What follows belongs to an exercise in optimizing a design on an open flow for small area; a production flow would make more cautious choices. No functional check of the RTL was part of this run. Power is estimated from default activity; no workload was simulated.

==> flow/design.v <==
`timescale 1ns / 1ps
module DFF(
    input d,
    input rst,
    input clk,
    output reg q
    );
always @ (posedge clk)
begin
    if(rst)
        q <= 0;
    else
        q <= d;
end
endmodule
`timescale 1ns / 1ps
module add #(parameter N=8)(
    input [N-1:0] a,
    input [N-1:0] b,
    output [2*N-1:0] out
    );
assign out = a + b;
endmodule
`timescale 1ns / 1ps
module sub #(parameter N=8)(
    input [N-1:0] a,
    input [N-1:0] b,
    output err,
    output [2*N-1:0] out
    );
assign out = a - b;
assign err = a < b ? 1 : 0;
endmodule
`timescale 1ns / 1ps
module mul #(parameter N=8)(
    input [N-1:0] a,
    input [N-1:0] b,
    output [2*N-1:0] out
    );
assign out = a * b;
endmodule
`timescale 1ns / 1ps
module cmp #(parameter N = 8)(
    input [N-1:0] a,
    input [N-1:0] b,
    output a_lt_b
    );
assign a_lt_b = (a < b);
endmodule
`timescale 1ns / 1ps
module sub_div #(parameter N = 8)(
    input [N-1:0] a,
    input [N-1:0] b,
    output [N-1:0] a_sub_b
    );
assign a_sub_b = a - b;
endmodule
`timescale 1ns / 1ps
module cnt #(parameter N = 8)(
    input en,
    output tc,
    input clk,
    output reg [N-1:0] q,
    input rst
    );
always @(posedge clk)
begin
	if(rst)
		q <= 0;
	else if(en)
		q <= q + 1;
end
assign tc = (q == (255));
endmodule
`timescale 1ns / 1ps
module reg12 #(parameter N = 8)(
    input [N-1:0] in,
    input clk,
    output [N-1:0] out,
    input rst
    );
reg [N-1:0] outreg;
always @(posedge clk)
	if(rst)
		outreg <= 0;
	else
		outreg <= in;
assign out = outreg;
endmodule
`timescale 1ns / 1ps
module reg3 #(parameter N=8)(
    input [N-1:0] i0,
    input [N-1:0] i1,
    input ldi0,
    input ldi1,
    output [N-1:0] q,
    input rst,
    input clk
    );
reg [N-1:0] outreg;
always @(posedge clk)
    if(rst)
        outreg <= 0;
    else if(ldi1)
        outreg <= i1;
    else if(ldi0)
        outreg <= i0;
    else;
assign q = outreg;
endmodule
`timescale 1ns / 1ps
module reg4 #(parameter N=8)(
    input [N-1:0] D,
    output [N-1:0] q,
    input init,
    input rst,
    input clk
    );
reg [N-1:0] outreg;
always @(posedge clk)
    if(rst)
        outreg <= 1;
    else if (init)
        outreg <= D;
assign q = outreg;		  
endmodule
`timescale 1ns / 1ps
module reg56 #(parameter N = 8)(
    input [N-1:0] d,
    output [N-1:0] q,
    input ld,
    input rst,
	 input clk
    );
reg [N-1:0] outreg;
always @(posedge clk)
begin
	if(rst)
		outreg <= 0;
	else if (ld)
		outreg <= d;
end
assign q = outreg;
endmodule
`timescale 1ns / 1ps
module reg7(
    input d0,
    input d1,
    output q0,
    output q1,
    input clk
    );
reg out0, out1;
always @(posedge clk)
begin
	out0 <= d0;
	out1 <= d1;
end
assign q0 = out0;
assign q1 = out1;
endmodule
`timescale 1ns / 1ps
module FSM(
    input start,
    input clk,
    input rst,
    output ini,
    output upd,
    input altb,
    input zero_b,
    output rdy,
    output err
    );
localparam IDLE = 1'b0, WORK = 1'b1;
reg state, next_state;
always@(posedge clk)
    if(rst) 
        state <= IDLE;
    else 
        state <= next_state;
always@(*)
    case(state)
        IDLE: if(start && !zero_b) next_state <= WORK;
                else next_state <= IDLE;
        WORK: if(!altb) next_state <= WORK;
                else next_state <= IDLE;
    endcase
assign ini = (state == IDLE)& start & ~zero_b;
assign upd = (state == WORK)& ~altb;
assign rdy = (state == WORK)& altb | (state == IDLE) & start & zero_b;
assign err = (state == IDLE)& zero_b;  
endmodule
`timescale 1ns / 1ps
module div #(parameter N=8)(
    input [N-1:0] a,
    input [N-1:0] b,
    output [N-1:0] out,
	 output [N-1:0] mod,
    input clk,
    input rst,
    output rdy,
    output err,
    input strt
    );
wire [N-1:0] i0, D, dvr, mod_i, div_i, diff;
wire upd, init, rdy_i, err_i, altb, zero_b, cnt_rst;
assign cnt_rst = (rst | init);
assign zero_b = &(~D);
reg12#(.N(N)) reg1(.in(a), .out(i0), .clk(clk), .rst(rst));
reg12#(.N(N)) reg2(.in(b), .out(D), .clk(clk), .rst(rst));
reg3#(.N(N)) reg3(.i1(diff), .i0(i0), .ldi1(upd), .ldi0(init), .q(mod_i), .rst(rst), .clk(clk));
reg4#(.N(N)) reg4(.D(D), .q(dvr), .init(init), .rst(rst), .clk(clk));
reg56#(.N(N)) reg5(.d(div_i), .q(out), .rst(rst), .clk(clk), .ld(rdy_i));
reg56#(.N(N)) reg6(.d(mod_i), .q(mod), .rst(rst), .clk(clk), .ld(rdy_i));
reg7 reg7(.d0(rdy_i), .d1(err_i), .q0(rdy), .q1(err), .clk(clk));
FSM FSM(.start(strt), .ini(init), .upd(upd), .altb(altb), .zero_b(zero_b), .rdy(rdy_i), .err(err_i), .rst(rst), .clk(clk));
cnt#(.N(N)) cnt(.en(upd), .q(div_i), .rst(cnt_rst), .clk(clk));
cmp#(.N(N)) cmp(.a(mod_i), .b(dvr), .a_lt_b(altb));
sub_div#(.N(N)) sub_div(.a(mod_i), .b(dvr), .a_sub_b(diff));
endmodule
`timescale 1ns / 1ps
module delay(
	input clk,
	input rst,
	input in,
	output reg out
    );
always @(posedge clk)
	if (rst)
		out <= 0;
	else
		out <= in;
endmodule
`timescale 1ns / 1ps
module negedge_obs(
    input in,
    input clk,
    output out,
    input rst
    );
reg [1:0] shr;
always @(posedge clk)
begin
    if(rst)
        shr <= 2'b00;
    else
        shr <= {shr[0],in};
end
assign out = ( shr == 2'b10);
endmodule
`timescale 1ns / 1ps
module shr10(
    input si,
    input en,
    input clk,
    input rst,
    input ld3ff,
    output [9:0] q
    );
reg [9:0] shr;
always @(posedge clk)
begin
    if(ld3ff | rst)
        shr <= 10'b1111111111;
    else if (en)
        shr <= {si, shr[9:1]};  
end
assign q = shr;
endmodule
`timescale 1ns / 1ps
module usrt_datareg(
    input clk,
    input rst,
    input ld,
    input [7:0] d,
    output reg [7:0] q
    );
always @ (posedge clk)
begin
    if(rst)
        q <= 0;
    else if(ld)
        q <= d;
end
endmodule
`timescale 1ns / 1ps
module usrt_rec(
    input rx,
    input usrt_clk,
    input clk,
    input rst,
	 output rdy,
    output [7:0] data
    );
wire pulse, rdy_i, rstlog;
wire [9:0] shiftdata;
assign rstlog = (rst | rdy_i);
negedge_obs negedge_obs(.in(usrt_clk),.clk(clk),.rst(rst),.out(pulse));
shr10 shr10(.si(rx),.en(pulse),.clk(clk),.rst(rst),.ld3ff(rstlog),.q(shiftdata));
assign rdy_i = (~shiftdata[0] & shiftdata[9]);
usrt_datareg usrt_datareg(.clk(clk),.rst(rst),.ld(rdy_i),.d(shiftdata[8:1]),.q(data));
DFF DFF(.d(rdy_i),.q(rdy),.clk(clk),.rst(rst));
endmodule
`timescale 1ns / 1ps
module cmd_interp(
    input clk,
    input strt,
    input rst,
    input [7:0] data,
    output reg [7:0] op_A,
    output reg [7:0] op_B,
    output [3:0] cmd,
    output [7:0] debug,
    output rdy
    );
localparam OPA = 3'b000, OPA2 = 3'b001, OP = 3'b010, OPB = 3'b011, OPB2 = 3'b100, EQU = 3'b101;
reg [2:0] state, next_state;
assign debug = data;
wire operator, equsymbol, number, escape;
assign operator = ((data == 8'h2B) || (data == 8'h2D ) || (data == 8'h2A ) || (data == 8'h2F));
assign equsymbol = ((data == 8'h3D) || (data == 8'h0D));
assign number = ((data >= 8'h30) && (data <= 8'h39));
assign escape = (data == 8'h1B);
reg [3:0] command_code, cmd_out;
assign cmd = rst ? 4'b0000 : cmd_out;
always @(posedge clk)
	if (rst)
		command_code <= 4'b0000;
	else if(operator && ((state == OP) || (state == OPA2)))
		case(data)
			8'h2B:	command_code <= 4'b0001;
			8'h2D:	command_code <= 4'b0010;
			8'h2A:	command_code <= 4'b0100;
			8'h2F:	command_code <= 4'b1000;
			default: command_code <= 4'b0000;
		endcase
wire [3:0] in_num;
assign in_num = {data[3:0]};	
assign rdy = (((state == OPB2) || (state == EQU)) && (equsymbol));
wire strt_d;
delay d_cmd(.in(strt), .clk(clk), .rst(rst), .out(strt_d));
always @(posedge clk)
	if (rst)
	begin
		state <= OPA;
	end
	else
	begin
		state <= next_state;
	end
wire strt_rise;
assign strt_rise = strt & ~strt_d;
always @(posedge clk)
begin
	if (rst)
	begin
		next_state <= OPA;
		op_A <= 8'd0;
		op_B <= 8'd0;
		cmd_out <= 4'b0000;
	end
	else if (!strt_rise)
		;
	else if (escape)
		next_state <= OPA;
	else
		case(state)
			OPA:	if (number)
					begin
						next_state <= OPA2;
						op_A <= {4'b0000, in_num};
						cmd_out <= 4'b0000;
					end
					else
						next_state <= OPA;
			OPA2:	if (number)
					begin
						next_state <= OP;
						op_A <= (op_A * 4'd10) + in_num;
					end
					else if (operator)
					begin
						next_state <= OPB;
					end
					else
						next_state <= OPA2;
			OP:	if (operator)
					begin
						next_state <= OPB;
					end
					else
						next_state <= OP;
			OPB:	if (number)
					begin
						next_state <= OPB2;
						op_B <= {4'b0000, in_num};
					end
					else
						next_state <= OPB;
			OPB2:	if (number)
					begin
						next_state <= EQU;
						op_B <= (op_B * 4'd10) + in_num;
					end
					else if (equsymbol)
					begin
						next_state <= OPA;
						cmd_out <= command_code;
					end
					else
						next_state <= OPB2;
			EQU:	if(equsymbol)
					begin
						next_state <= OPA;
						cmd_out <= command_code;
					end
					else
						next_state <= EQU;
		endcase
end
endmodule
`timescale 1ns / 1ps
module mpx #(parameter N=8)(
    input [N-1:0] i0,
    input [N-1:0] i1,
    input [N-1:0] i2,
    input [N-1:0] i3,
    input [3:0] sel,
    output reg [N-1:0] out
    );
always @(*)
	case (sel)
		4'b0001: out <= i0;
		4'b0010: out <= i1;
		4'b0100: out <= i2;
		4'b1000: out <= i3;
		default: out <= 0;
	endcase
endmodule
`timescale 1ns / 1ps
module bin2bcd(
    input clk,
    input rst,
	 input [15:0] in,
	 input strt_bcd,
	 output [3:0] bcd_ones,
	 output [3:0] bcd_tens,
	 output [3:0] bcd_hundreds,
	 output [3:0] bcd_thousands
    );
wire ready1, ready2, ready1_d, ready2_d;
wire [15:0] result1, result2, bcd_res0, bcd_res1, bcd_res2, bcd_res3;
div#(.N(16)) div_bcd1(.a(in), .b(16'd1000), .strt(strt_bcd), .rst(rst), .clk(clk), .out(bcd_res3), .mod(result1), .rdy(ready1));
div#(.N(16)) div_bcd2(.a(result1), .b(16'd100), .strt(ready1_d), .rst(rst), .clk(clk), .out(bcd_res2), .mod(result2), .rdy(ready2));
div#(.N(16)) div_bcd3(.a(result2), .b(16'd10), .strt(ready2_d), .rst(rst), .clk(clk), .out(bcd_res1), .mod(bcd_res0));
delay d1(.clk(clk), .rst(rst), .in(ready1), .out(ready1_d));
delay d2(.clk(clk), .rst(rst), .in(ready2), .out(ready2_d));
assign bcd_ones      = bcd_res0[3:0];
assign bcd_tens      = bcd_res1[3:0];
assign bcd_hundreds  = bcd_res2[3:0];
assign bcd_thousands = bcd_res3[3:0];
endmodule
`timescale 1ns / 1ps
module mpx16_2_1(
    input [15:0] l0,
    input [15:0] l1,
    input s,
    output reg [15:0] out
    );
always @(*)
    case (s)
        0: out <= l0;
        1: out <= l1;
        default: out <= l1;
    endcase
endmodule
`timescale 1ns / 1ps
module tst(
    input sw,
    input [3:0] cmd,
    output selout
    );
assign selout = (sw | (cmd == 4'b0000));
endmodule
`timescale 1ns / 1ps
module err_logic(
    input err_in_sub,
    input err_in_div,
    input subcmd,
	 input divcmd,
    output [3:0] out
    );
assign out = ((subcmd & err_in_sub) | (divcmd & err_in_div)) ? 4'b1111 : 4'b0000;
endmodule
`timescale 1ns / 1ps
module blank_logic(
    input [3:0] cmd,
    input sw,
    output reg [3:0] out
    );
always @ (*)
	begin
		 if ((sw == 0) & (cmd == 0))
			  out <= 4'b1111;
		 else
			  out <= 0;
	end
endmodule
`timescale 1ns / 1ps
module dp_logic(
   input [3:0] cmd,
   input sw,
   output reg [3:0] out
    );
always @(*)
	begin
		 if( (sw == 0) & (cmd == 4'b1000))
			  out <= 4'b0100;
		 else if ((sw == 0) & (cmd == 4'b0000))
					out <= 4'b1111;
			  else
			  out <= 0;
	end
endmodule
`timescale 1ns / 1ps
module mpx6_4_1(
	 input [6:0] di3,
	 input [6:0] di2,
	 input [6:0] di1,
	 input [6:0] di0,
	 input [3:0] sel,
	 output reg [6:0] out
    );
always @(*)
begin
	case (sel)
		4'b1110: out <= di0;
		4'b1101: out <= di1;
		4'b1011: out <= di2;
		4'b0111: out <= di3;
		default: out <= 0;
	endcase
end
endmodule
`timescale 1ns / 1ps
module hex_to_7seg(
	 input err,
	 input inh,
	 input [3:0] in,
	 output reg [6:0] seg_n
    );
   always @(*)
	begin
		if (inh)
			seg_n <= 7'b1111111;
		else if (err)
			seg_n <= 7'b0000110;
		else
		begin
			case (in)
				 4'b0001 : seg_n <= 7'b1111001;    
				 4'b0010 : seg_n <= 7'b0100100;    
				 4'b0011 : seg_n <= 7'b0110000;    
				 4'b0100 : seg_n <= 7'b0011001;    
				 4'b0101 : seg_n <= 7'b0010010;    
				 4'b0110 : seg_n <= 7'b0000010;    
				 4'b0111 : seg_n <= 7'b1111000;    
				 4'b1000 : seg_n <= 7'b0000000;    
				 4'b1001 : seg_n <= 7'b0010000;    
				 4'b1010 : seg_n <= 7'b0001000;    
				 4'b1011 : seg_n <= 7'b0000011;    
				 4'b1100 : seg_n <= 7'b1000110;    
				 4'b1101 : seg_n <= 7'b0100001;    
				 4'b1110 : seg_n <= 7'b0000110;    
				 4'b1111 : seg_n <= 7'b0001110;    
				 default : seg_n <= 7'b1000000;    
			endcase
		end
	end
endmodule
`timescale 1ns / 1ps
module cnt_40k(
    input rst,
    input clk,
    output tc
    );
reg [15:0] q;
always @(posedge clk)
begin
    if(rst | q == 0 )
        q <= 39999;
    else
        q <= q-1;
end
assign tc = (q == 0);
endmodule
`timescale 1ns / 1ps
module shr4(
    input en,
    input rst,
    input clk,
    input si,
    output reg [3:0] q
    );
always @(posedge clk)
begin
    if(rst)
        q <= 4'b1110;
    else if(en)
        q <= {q[2:0], si};  
end    
endmodule
`timescale 1ns / 1ps
module kijelzo(
    input [3:0] err,
    input [3:0] dp,
    input [3:0] blank,
	 input [3:0] num0,
	 input [3:0] num1,
	 input [3:0] num2,
	 input [3:0] num3,
    input clk,
    input rst,
	 output out100hz,
	 output [7:0] seg_n,
	 output [3:0] dig_n
    );
wire [6:0] di3, di2, di1, di0, mpx_out, seg7_out;
wire err_i, inh, tc_en, shift_input;
wire [3:0] dcba, shr_out, mpx_sel;
assign di3 = {err[3], blank[3], dp[3], num3[3:0]};
assign di2 = {err[2], blank[2], dp[2], num2[3:0]};
assign di1 = {err[1], blank[1], dp[1], num1[3:0]};
assign di0 = {err[0], blank[0], dp[0], num0[3:0]};
assign dcba = mpx_out[3:0];
assign err_i = mpx_out[6];
assign inh = mpx_out[5];
assign seg_n = {(~mpx_out[4]), seg7_out[6:0]};
assign dig_n = shr_out;
assign mpx_sel = shr_out;
assign shift_input = shr_out[3];
assign out100hz = (shift_input & tc_en);
mpx6_4_1 mpx6(.di0(di0), .di1(di1), .di2(di2), .di3(di3), .sel(mpx_sel), .out(mpx_out));
hex_to_7seg ht7(.in(dcba), .err(err_i), .inh(inh), .seg_n(seg7_out));
cnt_40k cnt_40k(.clk(clk), .rst(rst), .tc(tc_en));
shr4 shr4(.clk(clk), .rst(rst), .en(tc_en), .si(shift_input), .q(shr_out));
endmodule
`timescale 1ns / 1ps
module calc_5(
	 input [0:0] sw,  
	 input rst,
	 input clk16M,
	 input clk,				 
	 input mosi,			 
	 output [7:0] seg_n,
	 output [3:0] dig_n,
	 output [4:0] col_n,
	 output [7:0] ld
    );
assign col_n = 5'h1f;
wire [7:0] a, b;
wire [15:0] add_a_b, sub_a_b, mul_a_b, div_result_full;
wire [7:0] div_a_b, mod_a_b;
wire [15:0] mpx_out, mpx2_out, bin2bcd_out_con;
wire [7:0] data;
wire sub_err, div_err, usrt_rdy, cmd_interp_rdy, tst_out, bcd_tick;
wire [3:0] err_out, dp_out, blank_out, cmd;
wire [3:0] bcd0, bcd1, bcd2, bcd3;
assign bin2bcd_out_con = {bcd3, bcd2, bcd1, bcd0};
wire [15:0] a_times_hundred;
mul#(.N(8)) mul100(.a(a), .b(8'd100), .out(a_times_hundred));
add#(.N(8)) add(.a(a), .b(b), .out(add_a_b));
sub#(.N(8)) sub(.a(a), .b(b), .out(sub_a_b), .err(sub_err));
mul#(.N(8)) mul(.a(a), .b(b), .out(mul_a_b));
div#(.N(16)) div(.a(a_times_hundred), .b(b), .strt(cmd_interp_rdy), .rst(rst), .clk(clk16M), .err(div_err), .out(div_result_full));
err_logic err_logic(.err_in_sub(sub_err), .err_in_div(div_err),. subcmd(cmd[1]), .divcmd(cmd[3]), .out(err_out));
blank_logic blank_logic(.cmd(cmd), .sw(sw), .out(blank_out));
dp_logic dp_logic(.cmd(cmd), .sw(sw), .out(dp_out));
usrt_rec usrt_rec(.rx(mosi), .usrt_clk(clk), .clk(clk16M), .rst(rst), .rdy(usrt_rdy), .data(data));
cmd_interp cmd_interp(.clk(clk16M), .strt(usrt_rdy), .rst(rst), .data(data), .op_A(a), .op_B(b),.debug(ld), .cmd(cmd), .rdy(cmd_interp_rdy));
mpx#(.N(16)) mpx16_4_1(.sel(cmd), .i0(add_a_b), .i1(sub_a_b), .i2(mul_a_b), .i3(div_result_full), .out(mpx_out));
bin2bcd bin2bcd(.clk(clk16M), .rst(rst), .in(mpx_out), .strt_bcd(bcd_tick), .bcd_ones(bcd0), .bcd_tens(bcd1), .bcd_hundreds(bcd2), .bcd_thousands(bcd3));
mpx16_2_1 mpx16_2_1(.l0(bin2bcd_out_con), .l1({a,b}), .s(tst_out), .out(mpx2_out));
tst tst(.cmd(cmd), .sw(sw), .selout(tst_out));
kijelzo kijelzo(.err(err_out), .dp(dp_out), .blank(blank_out), .num0(mpx2_out[3:0]), .num1(mpx2_out[7:4]), .num2(mpx2_out[11:8]), .num3(mpx2_out[15:12]), .clk(clk16M),
					.rst(rst), .out100hz(bcd_tick), .seg_n(seg_n), .dig_n(dig_n));
endmodule
==> flow/run.sh <==
#!/bin/bash
# synth_recipe.tcl (not shown) runs the flow's synth.tcl, then flattens the netlist and writes it again
# the make line also repeats each setting of config.mk as NAME=value (left out here)
make -C /OpenROAD-flow-scripts/flow DESIGN_CONFIG=/design/flow/config.mk WORK_HOME=/design/flow/orfs CLKGATE_MAP_FILE= SYNTH_SCRIPT=/design/flow/synth_recipe.tcl finish
==> flow/config.mk <==
export PLATFORM = sky130hd
export DESIGN_NAME = calc_5
export DESIGN_NICKNAME = calc_5
export VERILOG_FILES = /design/flow/design.v
export SDC_FILE = /design/flow/constraint.sdc
export NUM_CORES = 4
export LEC_CHECK = 0
export CAP_MARGIN = 20
export CORE_MARGIN = 2
export CORE_UTILIZATION = 40
export SLEW_MARGIN = 20
==> flow/constraint.sdc <==
create_clock -name core_clock -period 10.0 [get_ports {clk16M}]
set_input_delay 2.0000 -clock core_clock [delete_from_list [all_inputs] [get_ports {clk16M}]]
set_output_delay 2.0000 -clock core_clock [all_outputs]
set_load 0.01 [all_outputs]
==> impl_metrics.csv <==
group,metric,value,unit
die,num_rows,77,
timing,finalHoldViolCount,0,
power,powerDensity,133.3,mW/mm^2
timing,finalSetupViolCount,0,
hold_path,min_to,"kijelzo.cnt_40k.q[0]$_SDFF_PP1_",
setup_path,crit_chain,"clkdlybuf4s50_1, nor3_2, mux2i_1, o221ai_1, inv_1, ha_1, inv_1, mux4_2, nand2_1, nand2_1, clkdlybuf4s50_1",
global_routing,grt_max_degree,104,
setup_path,required,8.00,ns
clock_tree,clkSlewWorstSetupHoldPaths,0.06,ns
clock_tree,post_cts_buffers,0,
detailed_routing,dr_total_vias,14190,
setup_path,critPathLaunchType,"input port",
setup_path,crit_cells,11,
die,die_area,0.04630,sq mm
timing,tightest_slew,1.083,ns
timing,min_period,7.599,ns
clock_tree,cts_tree,"yes",
timing,slew_violations,0,
logic_synthesis,synth_edf_count,0,
placed_design,dp_hpwl,30.70,mm
logic_synthesis,synth_area_leaders,"dfxtp_1, ha_1, fa_1, nor2_1, mux2i_1",
detailed_routing,remaining_drc_errors,0,
placed_design,gp_congestion,0.8781,
logic_synthesis,async_reset_ff_share,0,%
clock_tree,cts_sinks,321,
logic_synthesis,ys.flop_type,"dfxtp_1",
timing,finalClockSkew,0.02268,ns
logic_synthesis,ys_ff_latch,321,
die,core,0.04412,sq mm
logic_synthesis,yosysTopAreaCell,"dfxtp_1",
timing,finalCritPeriodShare,75.99,%
setup_path,critical_path.endpoint_type,"primary output",
logic_synthesis,synthCells,2020,
die,die_w,215.2,microns
global_routing,track_usage,18.37,%
setup_path,rr_endpoint,"bin2bcd.div_bcd1.reg1.outreg[15]$_SDFF_PP0_",
timing,layout_setup_ws,2.401,ns
layout,final_cell_mix,"dfxtp_1, nor2_1, nand2_1",
layout,syn2layout_area_growth,10.26,%
detailed_routing,ant_nets,0,
flow_run,drv_cap,0,
global_routing,antenna_found_initial,0,
placed_design,port_buffers,24,
detailed_routing,drt_iter0_drc,846,
clock_tree,cts-htree-levels,2,
logic_synthesis,yosysTopAreaCellShare,36.03,%
clock_tree,numCtsBuffers,35,
detailed_routing,vias_per_cell,5.400,
detailed_routing,wl_per_cell,16.37,microns
clock_tree,clock_path_buffers,3,
die,io_pins,30,
global_routing,grt_pass1_wl,70.76,mm
run_status,status,"timing/DRC/antenna clean",
die,initial_core_util,40.42,%
setup_path,critPathKind,"in -> out",
power,peakVddDrop,126.4,uV
layout,stdcell_count,2627,
timing,rsz0062_at_grt,"false",
layout,final_common_cell,"dfxtp_1",
placed_design,place_inst,2564,
timing,slew_headroom,27.79,%
layout,antenna-diode-count,0,
clock_tree,hold_buffers,0,
setup_path,reg2regPathDepth,16,
logic_synthesis,yosys.cell_types.count,87,
hold_path,min_path_type,"reg -> reg",
die,die_h,215.2,microns
placed_design,place_ws,2.452,ns
detailed_routing,dr.pass1.iters,5,
clock_tree,clockRootBuffer,"clkbuf_16",
logic_synthesis,syn-cell-area,0.01784,sq mm
setup_path,r2r_start,"cmd_interp.op_A[1]$_SDFFE_PP0P_",
power,leakagePower,8.505,nW
setup_path,arrival,5.60,ns
setup_path,cpLargestDelayFamily,"buffers and inverters",
setup_path,cpMaxStageDelayCell,"nor3_2",
layout,drive_gt1_share,5.111,%
clock_tree,cts_resized,0,
global_routing,overflow,0,
setup_path,crit_buf_inv,4,
global_routing,grt_pass1_vias,13980,
setup_path,crit_fanout,13,
setup_path,rrSetupSlack,4.53,ns
clock_tree,clock_latency,0.54,ns
logic_synthesis,synth.avg_cell_area,8.830,sq um
hold_path,hold_start,"kijelzo.cnt_40k.q[0]$_SDFF_PP1_",
logic_synthesis,synth_sequential_area_ratio,36.03,%
timing,tns,0,ns
hold_path,hold_depth,1,
timing,fmax,131.6,MHz
layout,nNetsFinal,2197,
detailed_routing,routed_wl,43.01,mm
setup_path,critPathMaxStageDelay,0.71,ns
logic_synthesis,ys_warn_count,22,
==> per-layer routing <==
| layer | wire (microns) | vias to the layer above | track usage (%) |
|---|---|---|---|
| met3 | 1658 | 70 | 2.675 |
| li1 | - | 7018 | - |
| met1 | 19560 | 6827 | 23.62 |
| met4 | 1044 | 0 | 6.138 |
| met2 | 20740 | 270 | 31.55 |
| met5 | 0 | - | 0 |
==> through the flow <==
step,area [sq um],total power (W),hold slack [ns],utilization [%]
after floorplan,17850,0.001353,0.3854,-
after global placement,18500,0.001369,0.4046,41.93
after detailed placement,18510,0.001369,0.4051,41.94
after CTS,19660,0.002654,0.4200,44.56
after global routing,19670,0.002712,0.4441,44.57
final,19670,0.002622,0.4199,44.57
==> cells in the mapped netlist, drive strengths merged (16+ instances only) <==
master  instances
o211ai         16
nand2b         18
nand3          56
a221oi         17
a22oi          41
buf            21
dfxtp         321
clkbuf         68
nor3           44
nand2         157
or3            21
fa             47
a21oi         117
nor2          250
xnor2          49
xor2           32
a31oi          18
and2           32
nor2b          71
ha            136
mux2i          82
a21o           18
o21ai          53
inv           122
==> state kept, by name, summed over array words and instances, names as in the netlist, 10 cells and up <==
register and flops:
bin2bcd.div_bcd1.reg1.outreg 16, div.reg3.outreg 16, bin2bcd.div_bcd1.reg6.outreg 16, div.reg5.outreg 16
bin2bcd.div_bcd3.reg1.outreg 16, bin2bcd.div_bcd2.reg3.outreg 16, div.reg1.outreg 13, bin2bcd.div_bcd2.reg6.outreg 16
bin2bcd.div_bcd1.reg3.outreg 16, bin2bcd.div_bcd3.reg3.outreg 16, div.cnt.q 16, usrt_rec.shr10.shr 10
bin2bcd.div_bcd2.reg1.outreg 16, kijelzo.cnt_40k.q 16
==> area by class of cell <==
type                            count  area (sq um)
Fill cell                        4430         24460
Sequential cell                   321          6426
Tap cell                          592         740.7
Multi-Input combinational cell   1488         10530
Clock buffer                       49          1008
Timing Repair Buffer               37         339.1
Clock inverter                     14         146.4
Inverter                          126         473.0
==> cell families (layout without fill, tap and decap cells) <==
| group | after synthesis | count (layout) | share of synthesized area [%] |
|---|---|---|---|
| AO/OA/AOI/OAI | 405 | 405 | 15.38 |
| flip-flops | 321 | 321 | 36.03 |
| multiplexers | 88 | 88 | 5.043 |
| AND/OR/NAND/NOR | 726 | 726 | 19.57 |
| other | 1 | 5 | 0.02102 |
| adder cells (fa/ha/maj) | 183 | 183 | 14.81 |
| XOR/XNOR | 81 | 81 | 3.977 |
| buffers and inverters | 215 | 226 | 5.163 |
==> worst max path at each step <==
| stage | slack (ns) | from | to |
|---|---|---|---|
| final | 2.40 | sw[0] | seg_n[3] |
| after global routing | 2.21 | sw[0] | seg_n[3] |
| after CTS | 2.45 | sw[0] | seg_n[3] |
| after detailed placement | 2.45 | sw[0] | seg_n[3] |
| after global placement | 2.63 | sw[0] | seg_n[3] |
| after floorplan | 3.54 | rst | seg_n[3] |
==> worst register-to-register path: stages, from the launching register on <==
cell,delay [ns]
dfxtp_1,0.83
inv_1,0.40
nor2_1,0.25
fa_1,0.45
fa_1,0.52
fa_1,0.55
inv_1,0.05
fa_1,0.53
inv_1,0.06
ha_1,0.34
o21a_1,0.21
o21ai_0,0.20
a21oi_1,0.10
a311oi_1,0.40
o21ai_0,0.18
xnor2_1,0.17
o211ai_1,0.09
==> power by group <==
part | internal, W | switching [W]
clock | 0.000740 | 0.000540
sequential | 0.00128 | 0.00000736
combinational | 0.0000160 | 0.0000339

-- static timing again, ports no longer ideal --
Ports are ideal in the flow. The routed layout listed here was re-timed in OpenROAD.
Step 1 (the two cells are an assumption about what drives the block):
set clk [get_ports {clk16M}]
set_driving_cell -lib_cell sky130_fd_sc_hd__clkbuf_16 $clk
set_driving_cell -lib_cell sky130_fd_sc_hd__buf_2 [delete_from_list [all_inputs] $clk]
Step 2 also shifts input and output timing later by t, the mid clock arrival at the registers, as if the neighbouring blocks saw the same clock.
Three values: ideal ports, drivers, drivers and shift; two values: the first two.
t (ns): 0.589
setup slack, ns: 2.401 / 2.378 / 2.378
cell pins on the clock port's net: 1
After both steps this run still meets setup and hold. For this run, drivers alone change the setup slack by -0.023 ns; drivers and shift together by -0.023 ns.
